Context: an optimization exercise on an open-source flow, tuned for small area. The choices shown serve that exercise and are no tape-out recipe.
Function was checked by simulation only, so behaviour that the tests miss may differ from the original.
The clock input has no modelled driver; a real chip could not lean on it and would need a root buffer or a full tree.

run A:
==> flow/design.v <==
module parking_meter(
	input add1,
	input add2,
	input add3,
	input add4,
	input rst1,
	input rst2,
	input clk,
	input rst,
	output [6:0] led_seg,
	output a1,
	output a2,
	output a3,
	output a4,
	output [3:0] val1,
	output [3:0] val2,
	output [3:0] val3,
	output [3:0] val4
);
	reg [1:0] j;	 
	reg [4:0] s;
	always @(posedge clk)
		if (rst) begin
			j <= 2'b00;
			s <= 5'b00000;
		end
		else begin
			j <= {j[0], ~j[1]};
			s <= {s[3], ~s[2], ~s[1], ~s[0], ~(s[0] | s[1]) ^ ~(s[3] ^ s[4])};
		end
	wire tick = j[1] & ~j[0] & s[0] & s[1] & s[2] & ~s[3];
	reg [3:0] d0, d1, d2, d3;
	wire z0 = ~(d0[0] | d0[1] | d0[2] | d0[3]);
	wire z1 = ~(d1[0] | d1[1] | d1[2] | d1[3]);
	wire z2 = ~(d2[0] | d2[1] | d2[2] | d2[3]);
	wire z3 = ~(d3[0] | d3[1] | d3[2] | d3[3]);
	wire zero = z0 & z1 & z2 & z3;
	function [3:0] dn(input [3:0] d);
		dn = {(d[3] & d[0]) | ~(d[3] | d[2] | d[1] | d[0]),
			(d[0] | d[1]) ? d[2] : (~d[2] & d[3]),
			d[0] ? d[1] : (~d[1] & (d[2] | d[3])),
			~d[0]};
	endfunction
	wire LD = rst | rst1 | rst2;
	wire K1 = ~rst & rst1;
	wire K2 = ~rst & ~rst1 & rst2;
	wire anyadd = add1 | add2 | add3 | add4;
	wire AD = ~LD & anyadd;
	wire p1 = add1;
	wire p2 = ~add1 & add2;
	wire p3 = ~add1 & ~add2 & add3;
	wire DEC = ~LD & ~anyadd & tick & ~zero;
	wire E0 = DEC, E1 = DEC & z0, E2 = E1 & z1, E3 = E2 & z2;
	wire l = d1[0];
	wire x0 = d1[1], x1 = d1[2], x2 = d1[3];
	wire [2:0] h_p1 = {x1 & x0, x1 ^ x0, ~x0 & ~x2};
	wire [2:0] h_p3 = {x0 & ~x1, ~x1 & ~x0, ~x2 & ~(x1 ^ x0)};
	wire [2:0] h_p4 = {~x2 & ~x1 & ~x0, x2 | (x1 & x0), x2 | (x1 & ~x0)};
	wire m4 = AD ? p3 : (E1 & ~l);
	wire A1 = AD & p1, A2 = AD & p2;
	wire [2:0] hn = (h_p3 & {3{A1}}) | (h_p1 & {3{A2}}) | (h_p4 & {3{m4}}) | ({x2, x1, x0} & {3{~(A1 | A2 | m4)}});
	wire c1 = p1 ? (x1 | x2) : p2 ? x2 : p3 ? (x0 | x1 | x2) : 1'b0;
	wire [1:0] v = p1 ? {1'b0, c1} : (p2 | p3) ? {c1, ~c1} : 2'd3;
	function [4:0] badd(input [1:0] v, input [3:0] d);
		case ({v, d})
		6'd0: badd = 5'b00000;
		6'd1: badd = 5'b00001;
		6'd2: badd = 5'b00010;
		6'd3: badd = 5'b00011;
		6'd4: badd = 5'b00100;
		6'd5: badd = 5'b00101;
		6'd6: badd = 5'b00110;
		6'd7: badd = 5'b00111;
		6'd8: badd = 5'b01000;
		6'd9: badd = 5'b01001;
		6'd10: badd = 5'b01000;
		6'd11: badd = 5'b01001;
		6'd12: badd = 5'b01000;
		6'd13: badd = 5'b01001;
		6'd14: badd = 5'b01000;
		6'd15: badd = 5'b01001;
		6'd16: badd = 5'b00001;
		6'd17: badd = 5'b00010;
		6'd18: badd = 5'b00011;
		6'd19: badd = 5'b00100;
		6'd20: badd = 5'b00101;
		6'd21: badd = 5'b00110;
		6'd22: badd = 5'b00111;
		6'd23: badd = 5'b01000;
		6'd24: badd = 5'b01001;
		6'd25: badd = 5'b10000;
		6'd26: badd = 5'b01001;
		6'd27: badd = 5'b10000;
		6'd28: badd = 5'b01001;
		6'd29: badd = 5'b10000;
		6'd30: badd = 5'b01001;
		6'd31: badd = 5'b10000;
		6'd32: badd = 5'b00010;
		6'd33: badd = 5'b00011;
		6'd34: badd = 5'b00100;
		6'd35: badd = 5'b00101;
		6'd36: badd = 5'b00110;
		6'd37: badd = 5'b00111;
		6'd38: badd = 5'b01000;
		6'd39: badd = 5'b01001;
		6'd40: badd = 5'b10000;
		6'd41: badd = 5'b10001;
		6'd42: badd = 5'b10000;
		6'd43: badd = 5'b10001;
		6'd44: badd = 5'b10000;
		6'd45: badd = 5'b10001;
		6'd46: badd = 5'b10000;
		6'd47: badd = 5'b10001;
		6'd48: badd = 5'b00011;
		6'd49: badd = 5'b00100;
		6'd50: badd = 5'b00101;
		6'd51: badd = 5'b00110;
		6'd52: badd = 5'b00111;
		6'd53: badd = 5'b01000;
		6'd54: badd = 5'b01001;
		6'd55: badd = 5'b10000;
		6'd56: badd = 5'b10001;
		6'd57: badd = 5'b10010;
		6'd58: badd = 5'b10001;
		6'd59: badd = 5'b10010;
		6'd60: badd = 5'b10001;
		6'd61: badd = 5'b10010;
		6'd62: badd = 5'b10001;
		6'd63: badd = 5'b10010;
		default: badd = 5'b00000;
		endcase
	endfunction
	wire [4:0] bs = badd(v, d2);
	wire c2 = bs[4];
	wire [3:0] t2 = bs[3:0];
	wire p4 = ~(p1 | p2 | p3);
	wire SAT = AD & d3[3] & d3[0] & ((p1 & d2[3] & d2[0] & (d1[3] | d1[2])) | (p2 & d2[3] & (d2[0] | d1[3]))
		| (p3 & d2[3] & (d2[0] | d1[3] | d1[2] | d1[1])) | (p4 & (d2[3] | (d2[2] & d2[1] & d2[0]))));
	wire I3 = AD & c2;	 
	wire [3:0] u3 = {d3[0] & d3[1] & d3[2], d3[0] & d3[1], d3[0] & ~d3[3], ~(d3[3] & d3[0])};
	always @(posedge clk) begin
		d0 <= (d0 & {4{~(LD | SAT | E0)}}) | (dn(d0) & {4{E0}}) | {SAT, K1, K1, SAT};
		d1 <= ({hn, l ^ E1} & {4{~(LD | SAT)}}) | {SAT, K2, 1'b0, SAT | K1 | K2};
		d2 <= (d2 & {4{~(LD | AD | E2)}}) | (dn(d2) & {4{E2}}) | (t2 & {4{AD & ~SAT}}) | {SAT, 2'b00, SAT | K2};
		d3 <= (d3 & {4{~(LD | I3 | E3)}}) | (dn(d3) & {4{E3}}) | ((d3 ^ u3) & {4{I3}});
	end
	reg [5:0] bc;
	reg off;
	always @(posedge clk)
		if (rst) begin
			bc <= 6'd0;
			off <= 1'b0;
		end
		else if (!zero)
			off <= 1'b0;
		else if (bc[5] & bc[4] & bc[0]) begin	 
			bc <= 6'd0;
			off <= ~off;
		end
		else
			bc <= bc + 1'b1;
	wire q0 = ~(j[1] | j[0]);
	wire q1 = ~j[1] & j[0];
	wire q2 = j[1] & j[0];
	wire q3 = j[1] & ~j[0];
	assign a1 = ~q0;
	assign a2 = ~q1;
	assign a3 = ~q2;
	assign a4 = ~q3;
	wire [3:0] dsel = ({4{q0}} & d0) | ({4{q1}} & d1) | ({4{q2}} & d2) | ({4{q3}} & d3);
	wire blank = off | (d0[0] & z3 & ~(d2[3] | d2[2] | d2[1]) & ~(d2[0] & d1[3]));
	wire [3:0] dig = {dsel[3] | blank, dsel[2] | blank, dsel[1], dsel[0]};
	reg [6:0] seg;
	always @(*)
		casez (dig)
		4'b0000: seg = 7'b000_0001;
		4'b0001: seg = 7'b100_1111;
		4'b0010: seg = 7'b001_0010;
		4'b0011: seg = 7'b000_0110;
		4'b0100: seg = 7'b100_1100;
		4'b0101: seg = 7'b010_0100;
		4'b0110: seg = 7'b010_0000;
		4'b0111: seg = 7'b000_1111;
		4'b11??: seg = 7'b111_1111;
		4'b10?0: seg = 7'b000_0000;
		default: seg = 7'b000_0100;
		endcase
	assign led_seg = seg;
	assign val1 = d0;
	assign val2 = d1;
	assign val3 = d2;
	assign val4 = d3;
endmodule
clock: 20.0 ns
lec_check: 0
abc_area: 1
cap_margin: 20
core_margin: 2
core_utilization: 40
place_density: 0.9
slew_margin: 20
standard.sh (not shown) runs the stock make flow with config.mk's settings and CLKGATE_MAP_FILE= SYNTH_SCRIPT=/design/flow/synth_recipe.tcl, a recipe that flattens the netlist after the stock synthesis.
==> flow/flow/run.sh <==
#!/bin/bash
# Own layout flow:
#  1. the standard synthesis (standard.sh synth), unchanged;
#  2. an area-only re-mapping of the combinational logic between the
#     registers (the registers themselves are kept as they are);
#  3. the standard floorplan and placement, with buf_1 port buffers;
#  4. a small clock tree made by hand (mcts.tcl) in place of CTS;
#  5. the standard routing and finishing steps.
# Each tool's output goes to a log file of its own in this folder.
set -euo pipefail
W=$(pwd)
R=$W/orfs/results/$FLOW_PLATFORM/parking_meter/base
YOSYS=${YOSYS_EXE:-$FLOW_HOME/../tools/install/yosys/bin/yosys}
[ -x "$YOSYS" ] || YOSYS=yosys
OPENROAD=${OPENROAD_EXE:-$FLOW_HOME/../tools/install/OpenROAD/bin/openroad}
[ -x "$OPENROAD" ] || OPENROAD=openroad

bash standard.sh synth > $W/synth.log 2>&1

cp $R/1_2_yosys.v $W/std_synth.v
LIB=$FLOW_HOME/platforms/$FLOW_PLATFORM/lib/sky130_fd_sc_hd__tt_025C_1v80.lib
for wave in 0 1; do
  for j in 1 2 3 4; do
    k=$((wave * 4 + j))
    sed -e "s#@SEED@#$k#" flow/area.abc > $W/area_$k.abc
    sed -e "s#@IN@#$W/std_synth.v#; s#@OUT@#$W/remap_$k.v#; s#@ABC@#$W/area_$k.abc#; s#@LIB@#$LIB#g" \
      flow/remap.ys > $W/remap_$k.ys
    $YOSYS -s $W/remap_$k.ys > $W/remap_$k.log 2>&1 &
  done
  wait
done
best=
bestarea=
for k in 1 2 3 4 5 6 7 8; do
  a=$(grep -o "Chip area for module '.parking_meter': [0-9.]*" $W/remap_$k.log | tail -1 | awk '{print $NF}' || true)
  echo "run $k: area $a" >> $W/remap_choice.log
  if [ -n "$a" ] && { [ -z "$bestarea" ] || awk -v a=$a -v b=$bestarea 'BEGIN{exit !(a < b)}'; }; then
    best=$k; bestarea=$a
  fi
done
echo "chosen run $best: area $bestarea" >> $W/remap_choice.log
cp $W/remap_$best.v $W/remap.v
cp $W/remap.v $R/1_2_yosys.v

export BUFFER_PORTS_ARGS="-buffer_cell sky130_fd_sc_hd__buf_1"
bash standard.sh place > $W/place.log 2>&1

# three clkbuf_4 next to three equal clusters of registers; if the estimated
# register clock slew comes out high, two clkbuf_8 instead
RESULTS=$R CLK_PORT=clk CLK_BUF=sky130_fd_sc_hd__clkbuf_4 CLK_NBUF=3 \
  $OPENROAD -no_init -exit $W/flow/mcts.tcl > $W/mcts.log 2>&1
slew=$(grep -o "worst register clock slew (placement estimate) [0-9.e-]*" $W/mcts.log | awk '{print $NF}' || true)
if [ -z "$slew" ] || awk -v s=$slew 'BEGIN{exit !(s > 0.118)}'; then
  RESULTS=$R CLK_PORT=clk CLK_BUF=sky130_fd_sc_hd__clkbuf_8 CLK_NBUF=2 \
    $OPENROAD -no_init -exit $W/flow/mcts.tcl > $W/mcts2.log 2>&1
fi

bash standard.sh finish > $W/finish.log 2>&1
Other scripts of this flow, unchanged in this note and not shown: flow/flow/area.abc, flow/flow/mcts.tcl, flow/flow/remap.ys
Relative to run A, the following input files were edited for run B:
-- flow/flow/run.sh --
<<< run A, line 23
  for j in 1 2 3 4; do
    k=$((wave * 4 + j))
>>> run B, line 23
  for j in 1 2 3 4 5 6 7 8; do
    k=$((wave * 8 + j))
<<< run A, line 34
for k in 1 2 3 4 5 6 7 8; do
>>> run B, line 34
for k in $(seq 1 16); do
<<< run A, line 53
if [ -z "$slew" ] || awk -v s=$slew 'BEGIN{exit !(s > 0.118)}'; then
>>> run B, line 53
if [ -z "$slew" ] || awk -v s=$slew 'BEGIN{exit !(s > 0.124)}'; then
Findings:
- Side by side, overall global routing resource usage turned out higher in run B than in run A.
- The final setup skew of run B was inferior to that of run A.
- Final cell count, run A and run B, lower one = run A.
- Run A leaves less setup margin than run B.
What run C does differently from run B at the input level:
-- flow/flow/run.sh --
<<< run B, line 22
>>> run C, line 22
SEEDS=(5 17 18 19 20 21 22 23 24 25 26 27 28 29 30 31)
<<< run B, line 23
  for j in 1 2 3 4 5 6 7 8; do
    k=$((wave * 8 + j))
>>> run C, line 24
  for j in 0 1 2 3 4 5 6 7; do
    k=${SEEDS[$((wave * 8 + j))]}
<<< run B, line 34
for k in $(seq 1 16); do
>>> run C, line 35
for k in ${SEEDS[@]}; do
<<< run B, line 36
  echo "run $k: area $a" >> $W/remap_choice.log
>>> run C, line 37
  echo "seed $k: area $a" >> $W/remap_choice.log
<<< run B, line 41
echo "chosen run $best: area $bestarea" >> $W/remap_choice.log
>>> run C, line 42
echo "chosen seed $best: area $bestarea" >> $W/remap_choice.log
## What came out
- In summary, run C completed successfully, with a layout that passed the timing, DRC and antenna checks.
- No stage failed in run B, and the final checks on the layout all came back clean.
- The setup slack was comparable across run C and run B.
- Taking run B as the reference, in run C layout net count level; delay contributed by the slowest stage of the critical path flat; worst hold margin roughly the same; mean post-synth cell area level.
No run of this note takes its clock network from TritonCTS; it comes from the design's own scripts or RTL.

-- afterwards: timing with drivers on the ports --
Ports are ideal in the flow. The routed layouts listed here were re-timed in OpenROAD. Step 1, drivers: a clkbuf_16 drives clk and a buf_2 each remaining input, both assumed. Step 2 adds t to the input delays and takes it off the output delays; t is the mean of the earliest and latest rising clock arrival at the registers after step 1. Input paths then give back, and output paths get back, about the clock's delay inside the block. Three values: ideal ports, drivers, drivers and shift; two values: the first two.
| run | t (ns) | setup slack, ns | worst setup path after step 2 | cell pins on the clock port's net |
|---|---|---|---|---|
| run A | 0.185 | 13.160 / 13.174 / 12.989 | input to register | 2 |
| run B | 0.201 | 13.188 / 13.205 / 13.004 | input to register | 3 |
| run C | 0.201 | 13.188 / 13.205 / 13.004 | input to register | 3 |
After both steps setup and hold are still met in every run listed.
